Background: an optimization exercise with open tools, aiming at small area, a short achievable clock period and few clock cycles. Do not read the settings as production practice. Function was checked by simulation only, so behaviour that the tests miss may differ from the original. No activity file was given, so power comes from the tool's default toggle rates.

// rasterizer
module rasterizer(
        input wire CLK,
        input wire RST,
        input wire START,
        output wire READY,
        input wire [15:0] V0X,
        input wire [15:0] V0Y,
        input wire [15:0] C0,
        input wire [15:0] V1X,
        input wire [15:0] V1Y,
        input wire [15:0] C1,
        input wire [15:0] V2X,
        input wire [15:0] V2Y,
        input wire [15:0] C2,
        output reg [15:0] COLOR,
        output reg [9:0] PX,
        output reg [7:0] PY,
        output reg VALID,
        output reg DONE
);
    reg full, full_d;
    reg [15:0] v0x, v0y, v1x, v1y, v2x, v2y, c0, c1, c2;
    assign READY = !full;
    function [31:0] maxmin3(input [15:0] a, input [15:0] b, input [15:0] c);
        reg gab, gac, gbc;
        begin
            gab = a > b; gac = a > c; gbc = b > c;
            maxmin3[31:16] = gab ? (gac ? a : c) : (gbc ? b : c);
            maxmin3[15:0]  = gab ? (gbc ? c : b) : (gac ? c : a);
        end
    endfunction
    function [3:0] msb9(input [8:0] v);
        msb9 = v[8] ? 4'd8 : v[7] ? 4'd7 : v[6] ? 4'd6 : v[5] ? 4'd5 :
               v[4] ? 4'd4 : v[3] ? 4'd3 : v[2] ? 4'd2 : v[1] ? 4'd1 : 4'd0;
    endfunction
    wire [15:0] xmax_u, xmin_u, ymax_u, ymin_u;
  ...
==> flow/config.mk <==
export PLATFORM = sky130hd
export DESIGN_NAME = rasterizer
export DESIGN_NICKNAME = rasterizer
export VERILOG_FILES = /design/flow/design.v
export SDC_FILE = /design/flow/constraint.sdc
export NUM_CORES = 4
export LEC_CHECK = 0
export CAP_MARGIN = 20
export CORE_MARGIN = 2
export CORE_UTILIZATION = 60
export SLEW_MARGIN = 20
==> flow/constraint.sdc <==
create_clock -name core_clock -period 12.0 [get_ports {CLK}]
set_input_delay 2.4000 -clock core_clock [delete_from_list [all_inputs] [get_ports {CLK}]]
set_output_delay 2.4000 -clock core_clock [all_outputs]
set_load 0.01 [all_outputs]
standard.sh (not shown) runs the stock make flow with config.mk's settings and CLKGATE_MAP_FILE= SYNTH_SCRIPT=/design/flow/synth_recipe.tcl, a recipe that flattens the netlist after the stock synthesis.
==> flow/flow/run.sh <==
#!/bin/bash
set -euo pipefail
bash standard.sh SETUP_SLACK_MARGIN=8 finish > standard.log 2>&1
Testbench counts at the start, summed over its fixed seeds: cycles 25,990.
Change:
==> flow/flow/run.sh (replaced) <==
#!/bin/bash
set -euo pipefail
bash standard.sh SETUP_SLACK_MARGIN=7.5 finish > standard.log 2>&1
Settings changed: CORE_UTILIZATION 60 to 40.
=>
- The changed run passed the timing, DRC and antenna checks
- setup slack loses 180 ps
- final cell count is higher by about 6%
- wire length came out lower by 3.7%
- die area grows by 49%
- worst hold slack loses 17 ps
- utilization is lower by 26 points
- count of clock-buffer cells in the layout went up by 33
- design area is lower by 3.3%

* * *

Another version of the RTL of rasterizer (not shown whole).
For scale: about 9100 cells after synthesis, roughly 1200 flip-flops, about 180 I/O pins.
## rasterizer
module rasterizer(
        input wire CLK,
        input wire RST,
        input wire START,
        output wire READY,
        input wire [15:0] V0X,
        input wire [15:0] V0Y,
        input wire [15:0] C0,
        input wire [15:0] V1X,
        input wire [15:0] V1Y,
        input wire [15:0] C1,
        input wire [15:0] V2X,
        input wire [15:0] V2Y,
        input wire [15:0] C2,
        output reg [15:0] COLOR,
        output reg [9:0] PX,
        output reg [7:0] PY,
        output reg VALID,
        output reg DONE
);
clock: 12.0 ns
lec_check: 0
cap_margin: 20
core_margin: 2
core_utilization: 40
gpl_timing_driven: 0
slew_margin: 20
tns_end_percent: 10
==> flow/flow/run.sh <==
#!/bin/bash
set -euo pipefail
bash standard.sh SETUP_SLACK_MARGIN=7.5 finish > standard.log 2>&1
Testbench counts at the start, summed over its fixed seeds: cycles 22,438.
Rerun with:
==> flow/flow/run.sh (replaced) <==
#!/bin/bash
set -euo pipefail
bash standard.sh SETUP_SLACK_MARGIN=8 finish > standard.log 2>&1
Settings changed: GPL_TIMING_DRIVEN 0 to unset.
Outcome: The changed run completed with no timing, DRC or antenna violations; combinational power is lower by about 2%; setup slack improves by 0.33 ns; utilization is higher by 0.58 points; synthesized area stays the same; critical path depth is higher by 5.
Rerun with:
==> flow/flow/run.sh (replaced) <==
#!/bin/bash
set -euo pipefail
bash standard.sh SETUP_SLACK_MARGIN=7.5 finish > standard.log 2>&1
Settings changed: TNS_END_PERCENT 10 to 0.
Cell count shrinks by 2.2%.
Combinational power shrinks by about 7%.
Sequential share of layout area grows by 1.4 points.
Wire length shrinks by 4.7%.
Setup slack got worse by 0.12 ns.
Hold slack improved by 0.014 ns.
Area after synthesis does not change.
Clock power shrinks by about 3%.
Final area shrinks by 4.8%.
Clock skew shrinks by 0.011 ns.
Total power shrinks by 5.3%.
Rerun with:
Settings changed: TNS_END_PERCENT 0 to 10.
Result: The new run finished clean. Via count grows slightly. Area after synthesis does not change. Maximum frequency rises slightly. Final area climbs slightly. Wire length is higher slightly. Clock skew is higher by 0.021 ns. Power climbs slightly. Non-clock buffer count rises by 116. Register-to-register slack stays flat. Clock power increases slightly. Clock-buffer cell count is higher by 2.

* * *

rasterizer, a different RTL version from the one above (not shown whole).
Size: ~1100 flip-flops, roughly 180 I/O pins, ~81000 um2 of cells after synthesis.
export LEC_CHECK = 0
export CAP_MARGIN = 20
export CORE_MARGIN = 2
export CORE_UTILIZATION = 40
export SLEW_MARGIN = 20
create_clock -name core_clock -period 12.0 [get_ports {CLK}]
==> flow/flow/run.sh <==
#!/bin/bash
set -euo pipefail
bash standard.sh SETUP_SLACK_MARGIN=7 finish > standard.log 2>&1
The first run produced a clean layout.
Testbench counts at the start, summed over its fixed seeds: cycles 25,312.
Then changed:
==> flow/flow/run.sh (replaced) <==
#!/bin/bash
set -euo pipefail
bash standard.sh SETUP_SLACK_MARGIN=7.5 finish > standard.log 2>&1
- TNS_END_PERCENT: default -> 10
After rerunning:
- clock-buffer cell count drops by 8
- synthesized area stays the same
- worst setup slack is better by 0.29 ns
- final cell count climbs by 0.73%
- fmax climbs by 6.2%
- power climbs by 0.53%
- final area climbs by 1.3%
- non-clock buffer count climbs by 101
- wire length climbs by 1.0%
- flip-flop and latch count does not change
- core utilization climbs by 0.58 points
Then changed:
- CORE_UTILIZATION: 40 -> 55
- CTS_BUF_LIST: default -> sky130_fd_sc_hd__clkbuf_8
- CTS_CLUSTER_SIZE: default -> 24
- TNS_END_PERCENT: 10 -> default
Effect: The new run completed with no timing, DRC or antenna violations. Worst setup slack degrades by 0.025 ns. Sequential share of layout area fell by 0.25 points. Utilization rose by 18 points. Combinational power stays flat. Cell area rose slightly. Via count rose by a few percent. Cell count fell by a few percent. Area after synthesis does not change.
Then changed:
- CORE_UTILIZATION: 55 -> 40
- CTS_BUF_LIST: sky130_fd_sc_hd__clkbuf_8 -> default
- CTS_CLUSTER_SIZE: 24 -> default
The changed run passed the timing, DRC and antenna checks.
Core utilization drops by 17 points.
Via count drops by 0.96%.
Register-to-register slack gets better by 0.05 ns.
Non-clock buffer count climbs by 26.
Worst hold slack hardly moves.
Sequential power hardly moves.
First-iteration DRC count drops by 3.2%.
Routed wire length drops by 2.9%.
Design area climbs by 0.95%.
Count of clock-buffer cells in the layout drops by 43.

* * *

Another version of the RTL of rasterizer (not shown whole).
Size: about 9400 cells after synthesis, roughly 1200 flip-flops, ~0.087 sq mm of cells after synthesis.
export LEC_CHECK = 0
export CAP_MARGIN = 20
export CORE_MARGIN = 2
export CORE_UTILIZATION = 40
export SLEW_MARGIN = 20
export TNS_END_PERCENT = 10
create_clock -name core_clock -period 12.0 [get_ports {CLK}]
==> flow/flow/run.sh <==
#!/bin/bash
set -euo pipefail
bash standard.sh SETUP_SLACK_MARGIN=7.5 finish > standard.log 2>&1
Testbench counts at the start, summed over its fixed seeds: cycles 22,438.
Next try:
--- a/flow/config.mk
+++ b/flow/config.mk
@@ -11,2 +11,2 @@
 export SLEW_MARGIN = 20
-export TNS_END_PERCENT = 10
+export TNS_END_PERCENT = 0
Effect: Design area fell by 1.5%. Combinational power fell by about 3%. Count of clock-buffer cells in the layout fell by 8. Power fell by 2.4%. Flip-flop and latch count does not change. Non-clock buffer count fell by 90. Critical path depth fell by 2. Core utilization fell by 0.69 points. Wire length fell by 1.7%.

## static timing again, ports no longer ideal
The results above use ideal ports. As a check the final layouts listed here were re-extracted and re-timed, cells and wires unchanged. Step 1 sets driving cells, clkbuf_16 on the clock port and buf_2 on the other inputs (assumed; they add their load-dependent delay and slew). Step 2 also shifts input and output timing later by t, the mid clock arrival at the registers, as if the neighbouring blocks saw the same clock. Slacks: ideal / step 1 / step 2; pairs: ideal / step 1.
run	t, ns	slack for setup (ns)	hold slack, ns
the first run of note 1	0.855	7.455 / 7.455 / 7.455	0.323 / 0.323 / 0.323
the second run of note 1	0.891	7.279 / 7.279 / 7.279	0.306 / 0.306 / 0.306
the first run of note 2	0.897	7.051 / 7.051 / 7.051	0.325 / 0.325 / 0.325
the second run of note 2	0.885	7.383 / 7.383 / 7.383	0.310 / 0.310 / 0.310
the third run of note 2	0.899	7.264 / 7.264 / 7.264	0.324 / 0.324 / 0.324
the fourth run of note 2	0.899	7.278 / 7.278 / 7.278	0.323 / 0.323 / 0.323
the first run of note 3	0.897	7.069 / 7.069 / 7.069	0.321 / 0.321 / 0.321
the second run of note 3	0.896	7.358 / 7.358 / 7.358	0.325 / 0.325 / 0.325
the third run of note 3	1.003	7.333 / 7.333 / 7.333	0.321 / 0.321 / 0.321
the fourth run of note 3	0.897	7.380 / 7.380 / 7.380	0.318 / 0.318 / 0.318
the first run of note 4	0.910	7.299 / 7.299 / 7.299	0.324 / 0.324 / 0.324
the second run of note 4	0.895	7.274 / 7.274 / 7.274	0.319 / 0.319 / 0.319
After both steps setup and hold are still met in every run listed.
